What follows belongs to an exercise in optimizing a design on an open flow for small area; a production flow would make more cautious choices. Function was checked by simulation only, so behaviour that the tests miss may differ from the original. Power figures rest on the tool's default switching activity, not on a simulated workload.

## flow/design.v (module list and top-level ports; edited modules follow where they fit)
// module eight_bit_exponential_decay_lookup: 1103 lines
// module ADSR_envelope: 395 lines
// module adsr_inc_table: 851 lines
module ADSR_envelope (
  input clk,
  input rst,
  input gate,
  input [3:0] a,
  input [3:0] d,
  input [3:0] s,
  input [3:0] r,
  output active,
  output reg [7:0] amplitude);
  // ...
==> flow/flow/run.sh <==
#!/bin/bash
# Own layout flow: the standard synthesis, then an area-oriented re-mapping
# of the combinational logic with ABC (flip-flops, their names and cell types
# untouched; full-adder cells kept). Each candidate netlist must be proven
# equivalent to the standard netlist (yosys equiv_*); the smallest proven one
# is used, else the standard netlist. Then the standard ORFS flow to finish,
# with ports buffered by buf_1 cells.
set -uo pipefail
W=$(pwd)
R=$W/orfs/results/${FLOW_PLATFORM}/ADSR_envelope/base
YOSYS=yosys
[ -x "$FLOW_HOME/../tools/install/yosys/bin/yosys" ] && YOSYS=$FLOW_HOME/../tools/install/yosys/bin/yosys
export LIB=$FLOW_HOME/platforms/${FLOW_PLATFORM}/lib/sky130_fd_sc_hd__tt_025C_1v80.lib
export TOP=$FLOW_TOP
export DONTUSE="$(cat $W/flow/dontuse.txt)"

bash standard.sh synth > synth.log 2>&1 || { echo "standard synth failed"; exit 1; }
cp $R/1_2_yosys.v $W/std_netlist.v

mkdir -p $W/post
n=0
while read -r S; do
  [ -z "$S" ] && continue
  n=$((n+1))
  (
    IN=$W/std_netlist.v OUT=$W/post/cand$n.v KEEP="sky130_fd_sc_hd__fa_1" SCRIPT="$S" \
      timeout 600 $YOSYS -c $W/flow/post.tcl > post$n.log 2>&1 &&
    A=$W/std_netlist.v B=$W/post/cand$n.v timeout 900 $YOSYS -c $W/flow/equiv.tcl > equiv$n.log 2>&1 &&
    echo "$(python3 $W/flow/area.py $W/post/cand$n.v | awk '{print $2}') $n" > $W/post/ok$n
  ) &
done < $W/flow/abc.scripts
wait
best=$(cat $W/post/ok* 2>/dev/null | sort -g | head -1 | awk '{print $2}')
if [ -n "$best" ]; then
  echo "using re-mapped netlist $best: $(cat $W/post/ok$best)"
  cp $W/post/cand$best.v $R/1_2_yosys.v
  rm -f $R/1_synth.odb $R/1_synth.sdc
else
  echo "no re-mapped netlist proven equivalent; using the standard netlist"
fi
bash standard.sh BUFFER_PORTS_ARGS="-buffer_cell sky130_fd_sc_hd__buf_1" finish > finish.log 2>&1 || { echo "finish failed"; tail -30 finish.log; exit 1; }
echo done
==> flow/flow/abc.scripts <==
strash;&get -n;&deepsyn -S 1 -T 120;&put;dch -f;amap;topo
strash;&get -n;&deepsyn -S 2 -T 120;&put;dch -f;amap;topo
strash;&get -n;&deepsyn -S 3 -T 120;&put;dch -f;amap;topo
strash;&get -n;&deepsyn -S 1 -T 120;&put;dch -f;map -a;topo
==> flow/flow/area.py <==
import re,sys
import os
lib=open(os.environ['LIB']).read()
A={}
for m in re.finditer(r'cell\s*\(\s*"?(\w+)"?\s*\)\s*\{(.*?)area\s*:\s*([\d.]+)',lib,re.S):
    A[m.group(1)]=float(m.group(3))
from collections import Counter
c=Counter(re.findall(r'^\s*(sky130_fd_sc_hd__\w+)\s',open(sys.argv[1]).read(),re.M))
tot=sum(A[k]*v for k,v in c.items())
print("total %.1f  cells %d"%(tot,sum(c.values())))
if len(sys.argv)>2:
    for k,v in sorted(c.items(),key=lambda kv:-A[kv[0]]*kv[1])[:15]: print("  %-32s %4d %8.1f"%(k,v,A[k]*v))
==> flow/flow/dontuse.txt <==
-dont_use sky130_fd_sc_hd__lpflow_bleeder_1 -dont_use sky130_fd_sc_hd__lpflow_clkbufkapwr_1 -dont_use sky130_fd_sc_hd__lpflow_clkbufkapwr_16 -dont_use sky130_fd_sc_hd__lpflow_clkbufkapwr_2 -dont_use sky130_fd_sc_hd__lpflow_clkbufkapwr_4 -dont_use sky130_fd_sc_hd__lpflow_clkbufkapwr_8 -dont_use sky130_fd_sc_hd__lpflow_clkinvkapwr_1 -dont_use sky130_fd_sc_hd__lpflow_clkinvkapwr_16 -dont_use sky130_fd_sc_hd__lpflow_clkinvkapwr_2 -dont_use sky130_fd_sc_hd__lpflow_clkinvkapwr_4 -dont_use sky130_fd_sc_hd__lpflow_clkinvkapwr_8 -dont_use sky130_fd_sc_hd__lpflow_decapkapwr_12 -dont_use sky130_fd_sc_hd__lpflow_decapkapwr_3 -dont_use sky130_fd_sc_hd__lpflow_decapkapwr_4 -dont_use sky130_fd_sc_hd__lpflow_decapkapwr_6 -dont_use sky130_fd_sc_hd__lpflow_decapkapwr_8 -dont_use sky130_fd_sc_hd__lpflow_inputiso0n_1 -dont_use sky130_fd_sc_hd__lpflow_inputiso0p_1 -dont_use sky130_fd_sc_hd__lpflow_inputiso1n_1 -dont_use sky130_fd_sc_hd__lpflow_inputiso1p_1 -dont_use sky130_fd_sc_hd__lpflow_inputisolatch_1 -dont_use sky130_fd_sc_hd__lpflow_isobufsrc_1 -dont_use sky130_fd_sc_hd__lpflow_isobufsrc_16 -dont_use sky130_fd_sc_hd__lpflow_isobufsrc_2 -dont_use sky130_fd_sc_hd__lpflow_isobufsrc_4 -dont_use sky130_fd_sc_hd__lpflow_isobufsrc_8 -dont_use sky130_fd_sc_hd__lpflow_isobufsrckapwr_16 -dont_use sky130_fd_sc_hd__lpflow_lsbuf_lh_hl_isowell_tap_1 -dont_use sky130_fd_sc_hd__lpflow_lsbuf_lh_hl_isowell_tap_2 -dont_use sky130_fd_sc_hd__lpflow_lsbuf_lh_hl_isowell_tap_4 -dont_use sky130_fd_sc_hd__lpflow_lsbuf_lh_isowell_4 -dont_use sky130_fd_sc_hd__lpflow_lsbuf_lh_isowell_tap_1 -dont_use sky130_fd_sc_hd__lpflow_lsbuf_lh_isowell_tap_2 -dont_use sky130_fd_sc_hd__lpflow_lsbuf_lh_isowell_tap_4 -dont_use sky130_fd_sc_hd__probe_p_8 -dont_use sky130_fd_sc_hd__probec_p_8 
==> flow/flow/equiv.tcl <==
# env: A, B (netlists), TOP
yosys -import
set lib $::env(LIB)
read_liberty -ignore_miss_func $lib
read_verilog $::env(A)
yosys rename $::env(TOP) gold
read_verilog $::env(B)
yosys rename $::env(TOP) gate
flatten
opt_clean
equiv_make gold gate eq
hierarchy -top eq
equiv_simple -seq 1
equiv_induct
equiv_status -assert
==> flow/flow/post.tcl <==
# post-synthesis re-mapping of the combinational logic; flip-flops untouched
# env: IN, OUT, SCRIPT, KEEP (cells kept as boxes besides flip-flops), DONTUSE
yosys -import
set lib $::env(LIB)
read_liberty -ignore_miss_func $lib
read_verilog $::env(IN)
hierarchy -top $::env(TOP)
set keep [concat $::env(KEEP)]
foreach m [concat sky130_fd_sc_hd__dfxtp_1 sky130_fd_sc_hd__dfxtp_2 sky130_fd_sc_hd__dfxtp_4 sky130_fd_sc_hd__conb_1 $keep] {
  catch { setattr -mod -set keep_hierarchy 1 $m }
}
flatten
opt_clean -purge
abc -liberty $lib {*}$::env(DONTUSE) -script "+$::env(SCRIPT)"
opt_clean -purge
hilomap -singleton -hicell sky130_fd_sc_hd__conb_1 HI -locell sky130_fd_sc_hd__conb_1 LO
setattr -mod -unset keep_hierarchy
splitnets
opt_clean -purge
select $::env(TOP)
write_verilog -noattr -nohex -nodec -selected $::env(OUT)
==> flow/standard.sh <==
#!/bin/bash
# synth_recipe.tcl (not shown) runs the flow's synth.tcl, then flattens the netlist and writes it again
# the make line also repeats each setting of config.mk as NAME=value (left out here)
make -C /OpenROAD-flow-scripts/flow DESIGN_CONFIG=/design/flow/config.mk WORK_HOME=/design/flow/orfs CLKGATE_MAP_FILE= SYNTH_SCRIPT=/design/flow/synth_recipe.tcl "${@:-finish}"
==> flow/config.mk <==
export PLATFORM = sky130hd
export DESIGN_NAME = ADSR_envelope
export DESIGN_NICKNAME = ADSR_envelope
export VERILOG_FILES = /design/flow/design.v
export SDC_FILE = /design/flow/constraint.sdc
export NUM_CORES = 4
export LEC_CHECK = 0
export ABC_AREA = 1
export CAP_MARGIN = 20
export CORE_MARGIN = 2
export CORE_UTILIZATION = 70
export CTS_BUF_LIST = sky130_fd_sc_hd__clkbuf_4 sky130_fd_sc_hd__clkbuf_8
export GPL_TIMING_DRIVEN = 0
export SLEW_MARGIN = 20
==> flow/constraint.sdc <==
create_clock -name core_clock -period 10.0 [get_ports {clk}]
set_input_delay 2.0000 -clock core_clock [delete_from_list [all_inputs] [get_ports {clk}]]
set_output_delay 2.0000 -clock core_clock [all_outputs]
set_load 0.01 [all_outputs]
==> metrics.yaml, run 1 <==
status:
  status: "no timing/DRC/antenna violations"
setup_path:
  critPathRequiredTime_ns: 10.24
  r2r-start: "accumulator[20]"
  startpoint_type: "input pin"
  cp-endpoint: "accumulator[16]"
  critPathCaptureType: "register"
  r2r_end: "dectmp[7]"
  cp_num_cells: 42
  cpMostUsedCell: "fa_1"
power_and_ir_drop:
  p_seq_mw: 0.236
  seq_power_share_pct: 35.0
  combPwrFrac_pct: 46.3
  pwr_density_cell_nw_per_um2: 135.7
  leakage_nw: 1.707
  ir_worst_vdd_mv: 0.1519
final_layout:
  final_nets: 689
  layout.sequential_cells: 55
  seqCellArea_um2: 1105
  drive_above_1_share_pct: 9.149
  synthToLayoutAreaGrowth_pct: 12.91
  postLayoutCoreUtil_pct: 82.96
  final_common_cell: "nor2_1"
  buffers: 40
timing:
  fin_skew_ns: 0.01261
  period_share_pct: 94.68
  fin_tns_setup_ns: 0
  fmax_ghz: 0.1056
run:
  maxCapViolCount: 0
detailed_routing:
  wl_met1_um: 4777
  drt_iter0_markers: 496
  drtPass1Iterations: 6
worst_hold_path:
  holdPathStages: 2
yosys:
  synth.avg_cell_area_um2: 7.655
global_route:
  antenna_found_initial: 1
floorplanning:
  core-area_um2: 5991
  dieArea_um2: 6939
placement:
  port_buffers: 27
cts:
  clk_latency_ns: 0.32
  cts-hold-fix-buffers: 0
==> run 2: changes to the inputs <==
--- a/flow/config.mk
+++ b/flow/config.mk
@@ -10,5 +10,6 @@
 export CORE_MARGIN = 2
 export CORE_UTILIZATION = 70
 export CTS_BUF_LIST = sky130_fd_sc_hd__clkbuf_4 sky130_fd_sc_hd__clkbuf_8
+export CTS_CLUSTER_SIZE = 30
 export GPL_TIMING_DRIVEN = 0
 export SLEW_MARGIN = 20
==> metrics.yaml, run 2 <==
floorplanning:
  start_util_pct: 73.48
  dieArea_um2: 6939  # unchanged
  die_h_um: 83.30
  fp-row-count: 28
  die_w_um: 83.30
  pin_count: 28
  core-area_um2: 5991  # unchanged
timing:
  fin_skew_ns: 0.01261  # unchanged
  layout_setup_ws_ns: 0.5316
  relSlewSlack_pct: 33.10
  slew_violations: 0
  worst_pin_slew_ns: 0.9930
  finalCriticalPeriod_ns: 9.468
  holdWs_ns: 0.4741
  hold_viol: 0
  finalSetupViolations: 0
  period_share_pct: 94.68  # unchanged
  fmax_ghz: 0.1056  # unchanged
  fin_tns_setup_ns: 0  # unchanged
final_layout:
  fill_cells: 404
  final_nets: 689  # unchanged
  layout.cells.non_filler: 698
  final_cell_mix: "107 x nor2_1, 96 x clkinv_1, 52 x dfxtp_1, 48 x fa_1, 37 x o21ai_0"
  synthToLayoutAreaGrowth_pct: 12.91  # unchanged
  final_common_cell: "nor2_1"
  drive_above_1_share_pct: 9.149  # unchanged
  regMostFlops: "accumulator"
  antenna_cells: 0
  largest_reg_flops: 27
setup_path:
  startpoint: "a[0]"
  cp_num_cells: 42  # unchanged
  startpoint_type: "input pin"
  r2r_cells: 37
  cp_slowest_cell: "fa_1"
  critPathRequiredTime_ns: 10.24  # about the same
  r2r-start: "accumulator[20]"
  crit_family: "compound AO/OA/AOI/OAI gates"
  critPathKind: "input pin to register"
  crit_fanout: 6
  cpMostUsedCell: "fa_1"
  arrival_ns: 9.71
  critPathCaptureType: "register"
  cp.buffers_inverters: 8
  cp_slowest_stage_delay_ns: 0.40
cts:
  clk_pin_slew_worst_paths_ns: 0.11
  clock-sinks: 55
  clockBufferDepth: 2
  cts_tree: "built"
  cts_buffers: 5
  cts_root_buffer: "clkbuf_8"
  htree_levels: 2
  clk_latency_ns: 0.32  # about the same
global_route:
  overflow: 0
  track_usage_pct: 34.30
  grt_pass1_vias: 4201
  grt_max_degree: 22
  grt_first_pass_wirelength_um: 19530
  antenna_found_initial: 1  # unchanged
placement:
  dp_slack_ns: -1.131
  port_buffers: 27  # unchanged
  place_inst: 677
  routabilityCongestion: 0.9981
  dp_hpwl_um: 8969
detailed_routing:
  post_drt_wl_per_cell_um: 17.24
  drt_iter0_markers: 496  # unchanged
  route.detailed.drc: 0
  vias_per_cell: 6.474
  antenna_left: 0
  wl_um: 12040
  vias: 4519
  drtPass1Iterations: 6  # unchanged
worst_hold_path:
  hp-class: "register to register"
  hold_start: "dectmp[5]"
  holdPathStages: 2  # unchanged
status:
  status: "no timing/DRC/antenna violations"
yosys:
  synth_fp_nets: 642
  synth.avg_cell_area_um2: 7.655  # unchanged
  synth_cells: 575
  synthesis.area_um2: 4402
  yosys_warnings: 1
power_and_ir_drop:
  finalPower_mw: 0.6746
  pwr_density_cell_nw_per_um2: 135.7  # unchanged
  ir_worst_vdd_mv: 0.1519  # unchanged
  leakage_nw: 1.707  # unchanged
run:
  maxCapViolCount: 0  # unchanged
==> run 2: timing repair <==
action	in CTS	in global routing
endpoints found under the setup margin	12	19
buffers inserted	0	12
gates cloned	0	0
hold buffers	0	0
gates resized for setup	9	41
pin swaps	1	3
==> run 2: worst paths after layout <==
check | to | slack [ns]
min | amplitude[5] | 0.47
max | accumulator[16] | 0.53
min reg2reg | amplitude[5] | 0.47
max reg2reg | dectmp[7] | 0.80
==> run 2: layout make-up <==
cell class,instances,area (um2),share of cell area [%]
tap,75,93.84,1.888
clock buffer,5,68.82,1.385
clock inverter,3,22.52,0.4532
sequential,55,1105,22.23
multi-input combinational,415,3070,61.78
inverter,105,412.9,8.308
timing repair buffer,40,196.4,3.953
==> run 2: worst reg2reg max path, delay by kind of cell (launching register included) <==
| kind | cells | cell delay [ns] |
|---|---|---|
| DFF | 1 | 0.54 |
| adders and majority gates | 10 | 4.17 |
| buffers and inverters | 5 | 0.57 |
| AOI/OAI and AO/OA | 12 | 2.25 |
| and+or+nand+nor | 10 | 1.56 |
==> run 2: power breakdown <==
group          switching (mW)  internal, mW
sequential            0.00639         0.230
combinational           0.190         0.122
clock                  0.0760        0.0504
total                   0.273         0.402
==> run 2: per-layer routing <==
| metal | GRT usage (%) | vias up | wire length (um) |
|---|---|---|---|
| li1 | - | 2064 | - |
| met1 | 47.69 | 2136 | 4777 |
| met2 | 56.52 | 285 | 5759 |
| met3 | 4.771 | 32 | 1291 |
| met4 | 9.389 | 2 | 194 |
| met5 | 0 | - | 13 |
==> run 2: per-stage QoR <==
step | area [um2] | utilization [%]
2_1_floorplan | 4402 | -
6_report | 4970 | 82.96
5_1_grt | 4970 | 82.96
3_3_place_gp | 4597 | 76.73
4_1_cts | 4732 | 78.99
3_5_place_dp | 4597 | 76.73
==> run 3: changes to the inputs <==
==> flow/flow/abc.scripts (replaced) <==
strash;&get -n;&deepsyn -S 3 -T 120;&put;dch -f;map -a;topo
strash;&get -n;&deepsyn -S 1 -T 120;&put;dch -f;map -a;topo
strash;&get -n;&deepsyn -S 5 -T 120;&put;dch -f;map -a;topo
strash;dch -f;map -a;topo
--- a/flow/config.mk
+++ b/flow/config.mk
@@ -10,6 +10,5 @@
 export CORE_MARGIN = 2
 export CORE_UTILIZATION = 70
 export CTS_BUF_LIST = sky130_fd_sc_hd__clkbuf_4 sky130_fd_sc_hd__clkbuf_8
-export CTS_CLUSTER_SIZE = 30
 export GPL_TIMING_DRIVEN = 0
 export SLEW_MARGIN = 20
==> metrics.yaml, run 3 <==
status:
  status: "no timing/DRC/antenna violations"
final_layout:
  antenna_cells: 0  # unchanged
  regMostFlops: "accumulator"
  final_cell_mix: "133 x clkinv_1, 129 x nor2_1, 69 x nand2_1, 55 x dfxtp_1, 48 x fa_1"
  final_common_cell: "clkinv_1"
  postLayoutCoreUtil_pct: 77.40  # -5.6 points
  synthToLayoutAreaGrowth_pct: 7.741
  largest_reg_flops: 27  # unchanged
  drive_above_1_share_pct: 4.072  # -5.1 points
  final_nets: 729  # +5.8%
setup_path:
  arrival_ns: 9.59  # -0.12 ns
  cp_slowest_cell: "fa_1"
  cpMostUsedCell: "fa_1"
  critPathKind: "register to register"
  startpoint_type: "register"
  critPathCaptureType: "register"
  crit_fanout: 9  # +3
  cp_slowest_stage_delay_ns: 0.50  # +0.10 ns
  critPathRequiredTime_ns: 10.19  # -0.05 ns
global_route:
  grt_pass1_vias: 4243  # +1.0%
  grtUsageMet1_pct: 41.91  # -5.8 points
  busiest_layer: "met2"
  antenna_found_initial: 0  # -1
  track_usage_pct: 32.72  # -1.6 points
  grt_first_pass_wirelength_um: 19040  # -2.5%
  grt_max_degree: 28  # +27%
  overflow: 0  # unchanged
  met3_usage_pct: 3.245  # -1.5 points
  grt_use_met2_pct: 57.94  # +1.4 points
detailed_routing:
  vias_per_cell: 5.882  # -9.1%
  drtPass1Iterations: 5  # -1
  drt_iter0_markers: 413  # -17%
  route.detailed.drc: 0  # unchanged
  antenna_left: 0  # unchanged
  wl_um: 11130  # -7.6%
  vias: 4353  # -3.7%
  post_drt_wl_per_cell_um: 15.03  # -13%
cts:
  cts-hold-fix-buffers: 0  # unchanged
  cts_buffers: 5  # unchanged
  htree_levels: 2  # unchanged
  clockBufferDepth: 2  # unchanged
  cts_root_buffer: "clkbuf_8"
  cts_tree: "built"
  clock-sinks: 55  # unchanged
  clk_pin_slew_worst_paths_ns: 0.11  # about the same
  clk_latency_ns: 0.32  # about the same
floorplanning:
  die_w_um: 84.26  # +1.2%
  core-area_um2: 6277  # +4.8%
  die_h_um: 84.26  # +1.2%
  start_util_pct: 71.84  # -1.6 points
  pin_count: 28  # unchanged
  dieArea_um2: 7100  # +2.3%
  fp-row-count: 29  # +3.6%
worst_hold_path:
  hp-class: "register to register"
yosys:
  synth_cells: 627  # +9.0%
  yosys_warnings: 1  # unchanged
  synthesis.area_um2: 4509  # +2.4%
  synth.avg_cell_area_um2: 7.192  # -6.1%
  synth_fp_nets: 694  # +8.1%
timing:
  hold_viol: 0  # unchanged
  holdWs_ns: 0.4684  # -0.005628 ns
  fin_skew_ns: 0.009201  # -0.003404 ns
  relSlewSlack_pct: 34.20  # +1.1 points
  finalSetupViolations: 0  # unchanged
  fmax_ghz: 0.1064  # +0.72%
  period_share_pct: 94.00  # -0.68 points
  layout_setup_ws_ns: 0.5998  # +0.06813 ns
  worst_pin_slew_ns: 0.9767  # -0.01632 ns
  slew_violations: 0  # unchanged
  finalCriticalPeriod_ns: 9.400  # -0.06813 ns
placement:
  dp_hpwl_um: 8985  # +0.18%
  dp_slack_ns: -0.1265  # +1.005 ns
  port_buffers: 27  # unchanged
  routabilityCongestion: 0.9462  # -5.2%
power_and_ir_drop:
  leakage_nw: 1.786  # +4.6%
  ir_worst_vdd_mv: 0.1253  # -18%
  pwr_density_cell_nw_per_um2: 137.5  # +1.3%
run:
  maxCapViolCount: 0  # unchanged
run 3: cell count changes in the layout (fill, tap and decap cells not counted), moves of 10 or more:
cell | previous run | this run
nand2_1 | 31 | 69
clkinv_1 | 96 | 133
or2_0 | 10 | 0
buf_4 | 12 | 1
nor2_1 | 107 | 129
a21oi_1 | 21 | 34
run 3: path summary, 6_finish.rpt:
check	from	to	slack [ns]	cells past startpoint
worst min register to register	reltmp[1]	reltmp[1]	0.47	2
worst max-delay path	accumulator[21]	dectmp[7]	0.60	35
worst max register to register	accumulator[21]	dectmp[7]	0.60	35
worst min-delay path	reltmp[1]	reltmp[1]	0.47	2
run 3: critical path: cells and delay by family (launching register included):
family                     cells  cell delay, ns
AOI/OAI and AO/OA              7            1.52
xor gates and xnor gates       2            0.46
adders and majority gates     10            4.19
buffers and inverters          3            0.58
DFF                            1            0.44
and+or+nand+nor               13            2.07
run 3: layout make-up:
type | instances | area (um2)
well taps | 77 | 96.34
inverters | 133 | 499.2
multi-input cells | 439 | 2958
fillers | 506 | 1419
clock inverters | 3 | 26.28
clock buffers | 5 | 68.82
flip-flops and latches | 55 | 1101
repair buffers | 28 | 108.9
run 3: timing repair:
item | 4_1_cts | 5_1_grt
gates resized for setup | 0 | 12
endpoints found under the setup margin | 0 | 14
setup buffers | 0 | 1
hold endpoints to repair | 0 | 0
run 3: stage by stage:
step / setup TNS (ns) / total power [mW] / instances / area, um2
floorplan: 0 / 0.4648 / 627 / 4509
global placement: -0.01452 / 0.5171 / 731 / 4707
detailed placement: -0.1354 / 0.5308 / 731 / 4721
CTS: 0 / 0.6592 / 739 / 4816
global route: -0.008429 / 0.7226 / 740 / 4858
finish: 0 / 0.6679 / 740 / 4858
run 3: metal layers:
layer / vias up / wire (um) / part of all wire (%)
met5: - / 0 / 0
met3: 28 / 742 / 6.7
li1: 2110 / - / -
met2: 195 / 5596 / 50
met1: 2020 / 4477 / 40
met4: 0 / 308 / 2.8
run 3: report_power, final:
part,leakage [nW],internal (mW),switching (mW)
registers,0.448,0.230,0.00701
logic,1.29,0.116,0.184
clock network,0.0491,0.0517,0.0796

## re-timing with driven ports
No port has a modelled driver above. Below, the same layouts with a new extraction and two added sets of constraints. Step 1 sets driving cells, clkbuf_16 on the clock port and buf_2 on the other inputs (assumed; they add their load-dependent delay and slew). Step 2 adds t to the input delays and takes it off the output delays; t is the mean of the earliest and latest rising clock arrival at the registers after step 1. Input paths then give back, and output paths get back, about the clock's delay inside the block. a / b / c = no drivers / after step 1 / after step 2; a / b = the first two.
run	shift t [ns]	slack for setup (ns)	worst setup path at the end	cell pins on the clock port's net
run 1	0.343	0.532 / 0.493 / 0.151	input to register	1
run 2	0.343	0.532 / 0.493 / 0.151	input to register	1
run 3	0.340	0.600 / 0.600 / 0.438	input to register	1
After both steps setup and hold are still met in every run listed.
